This design comes from an exercise in tuning for small area on the open sky130 flow, not from production work.
The flow treats the clock pin as an ideal source. Dropping or thinning the clock tree relies on that and would not hold on a real chip.

## exp/lagoon
// game
module game(CLK, DEBUG, CHANGE, STOP, ENTER, RESET, LEDR, LEDG, HEX7, HEX6, HEX5, HEX4, HEX3, HEX2, HEX1, HEX0);
clock: 10.0 ns
lec_check: 0
abc_area: 1
cap_margin: 20
core_margin: 2
core_utilization: 75
slew_margin: 20
standard.sh (not shown) runs the stock make flow with config.mk's settings and CLKGATE_MAP_FILE= SYNTH_SCRIPT=/design/flow/synth_recipe.tcl, a recipe that flattens the netlist after the stock synthesis.
==> flow/flow/run.sh <==
#!/bin/bash
# Standard ORFS flow with these changes:
# - synthesis without half/full-adder extraction, run once with each ABC
#   script in flow/abc_*.script; the script giving the smallest cell area is
#   used for the layout (every run has the same registers, only the
#   combinational mapping differs);
# - one shared tie cell per constant value (SKIP_REPAIR_TIE_FANOUT);
# - the smallest buffer (buf_1) for the port buffers;
# - a clock tree of one level of clock buffers (flow/cts.tcl) in place of
#   clock_tree_synthesis.
set -euo pipefail
HERE=$PWD
LIB="$FLOW_HOME/platforms/$FLOW_PLATFORM/lib/sky130_fd_sc_hd__tt_025C_1v80.lib"
RES="$HERE/orfs/results/$FLOW_PLATFORM/game/base"

prepare_scripts() {
  rm -rf "$HERE/myscripts"
  cp -r "$FLOW_HOME/scripts" "$HERE/myscripts"
  cp "$1" "$HERE/myscripts/abc_area.script"
  cp "$HERE/flow/cts.tcl" "$HERE/myscripts/cts.tcl"
}

best=""
best_area=""
for s in "$HERE"/flow/abc_*.script; do
  name=$(basename "$s" .script)
  prepare_scripts "$s"
  rm -rf "$HERE/orfs"
  bash standard.sh SCRIPTS_DIR="$HERE/myscripts" ADDER_MAP_FILE= synth > "$HERE/synth_$name.log" 2>&1 || continue
  a=$(python3 "$HERE/flow/area.py" "$LIB" "$RES/1_2_yosys.v")
  echo "$name $a" >> "$HERE/synth_areas.txt"
  if [[ -z "$best" ]] || python3 -c "import sys; sys.exit(0 if $a < $best_area else 1)"; then
    best=$s
    best_area=$a
  fi
done
echo "best: $best $best_area" >> "$HERE/synth_areas.txt"

prepare_scripts "$best"
rm -rf "$HERE/orfs"
bash standard.sh SCRIPTS_DIR="$HERE/myscripts" ADDER_MAP_FILE= synth > "$HERE/synth.log" 2>&1
bash standard.sh SCRIPTS_DIR="$HERE/myscripts" CLOCK_BUFFER=sky130_fd_sc_hd__buf_12 CLOCK_GROUPS=2 SKIP_REPAIR_TIE_FANOUT=1 "BUFFER_PORTS_ARGS=-buffer_cell sky130_fd_sc_hd__buf_1" finish > "$HERE/layout.log" 2>&1
==> flow/flow/cts.tcl <==
utl::set_metrics_stage "cts__{}"
source $::env(SCRIPTS_DIR)/load.tcl
source $::env(SCRIPTS_DIR)/lec_check.tcl
erase_non_stage_variables cts
load_design 3_place.odb 3_place.sdc
source_step_tcl PRE CTS

# Clone clock tree inverters next to register loads
# so cts does not try to buffer the inverted clocks.
repair_clock_inverters

proc save_progress { stage } {
  puts "Run 'make gui_$stage.odb' to load progress snapshot"
  orfs_write_db $::env(RESULTS_DIR)/$stage.odb
  orfs_write_sdc $::env(RESULTS_DIR)/$stage.sdc
}

# Run CTS
set cts_args [list \
  -sink_clustering_enable \
  -repair_clock_nets]

append_env_var cts_args CTS_BUF_DISTANCE -distance_between_buffers 1
append_env_var cts_args CTS_CLUSTER_SIZE -sink_clustering_size 1
append_env_var cts_args CTS_CLUSTER_DIAMETER -sink_clustering_max_diameter 1
append_env_var cts_args CTS_BUF_LIST -buf_list 1
append_env_var cts_args CTS_LIB_NAME -library 1


if { [env_var_exists_and_non_empty CTS_ARGS] } {
  set cts_args $::env(CTS_ARGS)
}

set_dont_use $::env(DONT_USE_CELLS)

proc clock_buffers { cell k } {
  set block [ord::get_db_block]
  set clk_pin [lindex [[lindex [all_clocks] 0] sources] 0]
  set clk_net [[$block findBTerm [get_full_name $clk_pin]] getNet]
  set master [[ord::get_db] findMaster $cell]
  set sinks [$clk_net getITerms]
  set n [llength $sinks]
  set xs {}
  set ys {}
  foreach iterm $sinks {
    lassign [[$iterm getInst] getLocation] x y
    lappend xs $x
    lappend ys $y
  }
  # initial centres: sinks spread along the sorted x order
  set order [lsort -integer -indices $xs]
  set cx {}
  set cy {}
  for { set j 0 } { $j < $k } { incr j } {
    set i [lindex $order [expr { int(($j + 0.5) * $n / $k) }]]
    lappend cx [lindex $xs $i]
    lappend cy [lindex $ys $i]
  }
  for { set it 0 } { $it < 30 } { incr it } {
    set asg {}
    for { set i 0 } { $i < $n } { incr i } {
      set best 0
      set bd -1
      for { set j 0 } { $j < $k } { incr j } {
        set dx [expr { [lindex $xs $i] - [lindex $cx $j] }]
        set dy [expr { [lindex $ys $i] - [lindex $cy $j] }]
        set d [expr { abs($dx) + abs($dy) }]
        if { $bd < 0 || $d < $bd } {
          set bd $d
          set best $j
        }
      }
      lappend asg $best
    }
    for { set j 0 } { $j < $k } { incr j } {
      set sx 0
      set sy 0
      set c 0
      for { set i 0 } { $i < $n } { incr i } {
        if { [lindex $asg $i] == $j } {
          set sx [expr { $sx + [lindex $xs $i] }]
          set sy [expr { $sy + [lindex $ys $i] }]
          incr c
        }
      }
      if { $c > 0 } {
        lset cx $j [expr { $sx / $c }]
        lset cy $j [expr { $sy / $c }]
      }
    }
  }
  for { set j 0 } { $j < $k } { incr j } {
    set inst [odb::dbInst_create $block $master clkbuf_leaf_$j]
    set net [odb::dbNet_create $block clknet_leaf_$j]
    $net setSigType CLOCK
    set c 0
    for { set i 0 } { $i < $n } { incr i } {
      if { [lindex $asg $i] == $j } {
        set iterm [lindex $sinks $i]
        $iterm disconnect
        $iterm connect $net
        incr c
      }
    }
    [$inst findITerm A] connect $clk_net
    [$inst findITerm X] connect $net
    $inst setLocation [lindex $cx $j] [lindex $cy $j]
    $inst setPlacementStatus PLACED
    puts "clock buffer $j ($cell) drives $c clock pins"
  }
}
clock_buffers $::env(CLOCK_BUFFER) $::env(CLOCK_GROUPS)
set_propagated_clock [all_clocks]

utl::push_metrics_stage "cts__{}__pre_repair_timing"
log_cmd estimate_parasitics -placement
if { $::env(DETAILED_METRICS) } {
  report_metrics 4 "cts pre-repair-timing"
}
utl::pop_metrics_stage

set_placement_padding -global \
  -left $::env(CELL_PAD_IN_SITES_DETAIL_PLACEMENT) \
  -right $::env(CELL_PAD_IN_SITES_DETAIL_PLACEMENT)

set result [catch { detailed_placement } msg]
if { $result != 0 } {
  save_progress 4_1_error
  error "Detailed placement failed in CTS: $msg"
}

log_cmd estimate_parasitics -placement

if { $::env(CTS_SNAPSHOTS) } {
  save_progress 4_1_pre_repair_hold_setup
}

if { !$::env(SKIP_CTS_REPAIR_TIMING) } {
  if { $::env(EQUIVALENCE_CHECK) } {
    write_eqy_verilog 4_before_rsz.v
  }
  if { $::env(LEC_CHECK) } {
    write_lec_verilog 4_before_rsz_lec.v
  }

  repair_timing_helper

  if { $::env(EQUIVALENCE_CHECK) } {
    run_equivalence_test
  }
  if { $::env(LEC_CHECK) } {
    write_lec_verilog 4_after_rsz_lec.v
    run_lec_test 4_rsz 4_before_rsz_lec.v 4_after_rsz_lec.v
  }

  set result [catch { detailed_placement } msg]
  if { $result != 0 } {
    save_progress 4_1_error
    error "Detailed placement failed in CTS: $msg"
  }

  check_placement -verbose
}

report_metrics 4 "cts final"

source_step_tcl POST CTS

orfs_write_db $::env(RESULTS_DIR)/4_1_cts.odb
orfs_write_sdc $::env(RESULTS_DIR)/4_cts.sdc
Other scripts of this flow, unchanged in this note and not shown: flow/flow/abc_a3.script, flow/flow/abc_b2.script, flow/flow/abc_b5.script, flow/flow/abc_b6.script, flow/flow/abc_c1.script, flow/flow/abc_c4.script, flow/flow/area.py
[inputs] exp/willow vs exp/lagoon
Settings: a change of CORE_UTILIZATION from 75 to 85.
-- flow/flow/run.sh --
<<< exp/lagoon, line 42
bash standard.sh SCRIPTS_DIR="$HERE/myscripts" CLOCK_BUFFER=sky130_fd_sc_hd__buf_12 CLOCK_GROUPS=2 SKIP_REPAIR_TIE_FANOUT=1 "BUFFER_PORTS_ARGS=-buffer_cell sky130_fd_sc_hd__buf_1" finish > "$HERE/layout.log" 2>&1
>>> exp/willow, line 42
bash standard.sh SCRIPTS_DIR="$HERE/myscripts" CLOCK_BUFFER=sky130_fd_sc_hd__clkbuf_8 CLOCK_GROUPS=3 SKIP_REPAIR_TIE_FANOUT=1 "BUFFER_PORTS_ARGS=-buffer_cell sky130_fd_sc_hd__buf_1" finish > "$HERE/layout.log" 2>&1
[summary]
exp/willow did not finish: a tool error stopped it during global placement without I/O (3_1_place_gp_skip_io).
As far as number of nets in the synthesized netlist is concerned, exp/willow and exp/lagoon perform about the same.
Compound-gate portion of the synthesized area: exp/lagoon vs exp/willow identical
Delta (exp/willow minus exp/lagoon): number of different library cells in the post-synthesis netlist closely matched the old numbers; number of instances in the synthesized netlist now sits at about the same level; synthesized area per cell held steady; total number of placement rows decreased by 4.8% relative to the old numbers; cell area after technology mapping held.
NOTE: floorplan die height in exp/willow falls short of that of exp/lagoon
For die span in x, dividing the value from exp/willow by the value from exp/lagoon gives 0.943.
exp/willow ends up with higher effective utilization at floorplan than exp/lagoon does.
Input changes introduced in exp/xenon (baseline for comparison: exp/willow):
Settings: CORE_UTILIZATION now 75, was 85.
-- flow/flow/run.sh --
<<< exp/willow, line 42
bash standard.sh SCRIPTS_DIR="$HERE/myscripts" CLOCK_BUFFER=sky130_fd_sc_hd__clkbuf_8 CLOCK_GROUPS=3 SKIP_REPAIR_TIE_FANOUT=1 "BUFFER_PORTS_ARGS=-buffer_cell sky130_fd_sc_hd__buf_1" finish > "$HERE/layout.log" 2>&1
>>> exp/xenon, line 42
bash standard.sh SCRIPTS_DIR="$HERE/myscripts" CLOCK_BUFFER=sky130_fd_sc_hd__clkbuf_16 CLOCK_GROUPS=2 SKIP_REPAIR_TIE_FANOUT=1 "BUFFER_PORTS_ARGS=-buffer_cell sky130_fd_sc_hd__buf_1" finish > "$HERE/layout.log" 2>&1
### Flow results
exp/willow did not finish: a tool error stopped it during global placement without I/O (3_1_place_gp_skip_io). The flow did not stop early for exp/xenon: all stages ran, and the layout cleared the timing, design-rule and antenna checks. Per the comparison of exp/xenon with exp/willow, post-synthesis sequential element count has remained practically unchanged, area of the mapped netlist has remained practically unchanged, post-synthesis compound-gate area fraction flat, synthesized-area fraction occupied by and/or/nand/nor cells comparable, mean area per synthesized cell now sits at about the same level. Die extent in y (exp/xenon over exp/willow): increase, 6.0%. Synthesized netlist cell count: exp/xenon vs exp/willow, no meaningful difference. exp/xenon vs. exp/willow: initial cell density of the core dropped 9.4 points; die outline width moved up; number of core rows moved up.
No functional check of the RTL was part of any run of this note. In exp/lagoon and exp/xenon the design's own scripts or RTL, not TritonCTS, make the clock network.

static timing again, ports no longer ideal:
The flow's constraints put no driver on any port. The routed layouts listed below were extracted and timed again, unchanged, in two steps.
Step 1 assumes that a clkbuf_16 drives the clock port and a buf_2 every other input.
Step 2 adds t to the input delays and takes it off the output delays; t is the mean of the earliest and latest rising clock arrival at the registers after step 1. Input paths then give back, and output paths get back, about the clock's delay inside the block.
Three values: no drivers, after step 1, after step 2; two values: the first two.
run	t (ns)	setup WS [ns]	worst setup path after step 2	slew at the worst register clock pin (ns)
exp/lagoon	0.184	5.740 / 5.761 / 5.577	input to register	0.12 / 0.12
exp/xenon	0.207	5.796 / 5.814 / 5.607	input to register	0.11 / 0.11
After both steps setup and hold are still met in every run listed. The setup slack of exp/xenon, which loses most, moves by +0.018 ns with the drivers and by -0.189 ns with both steps.
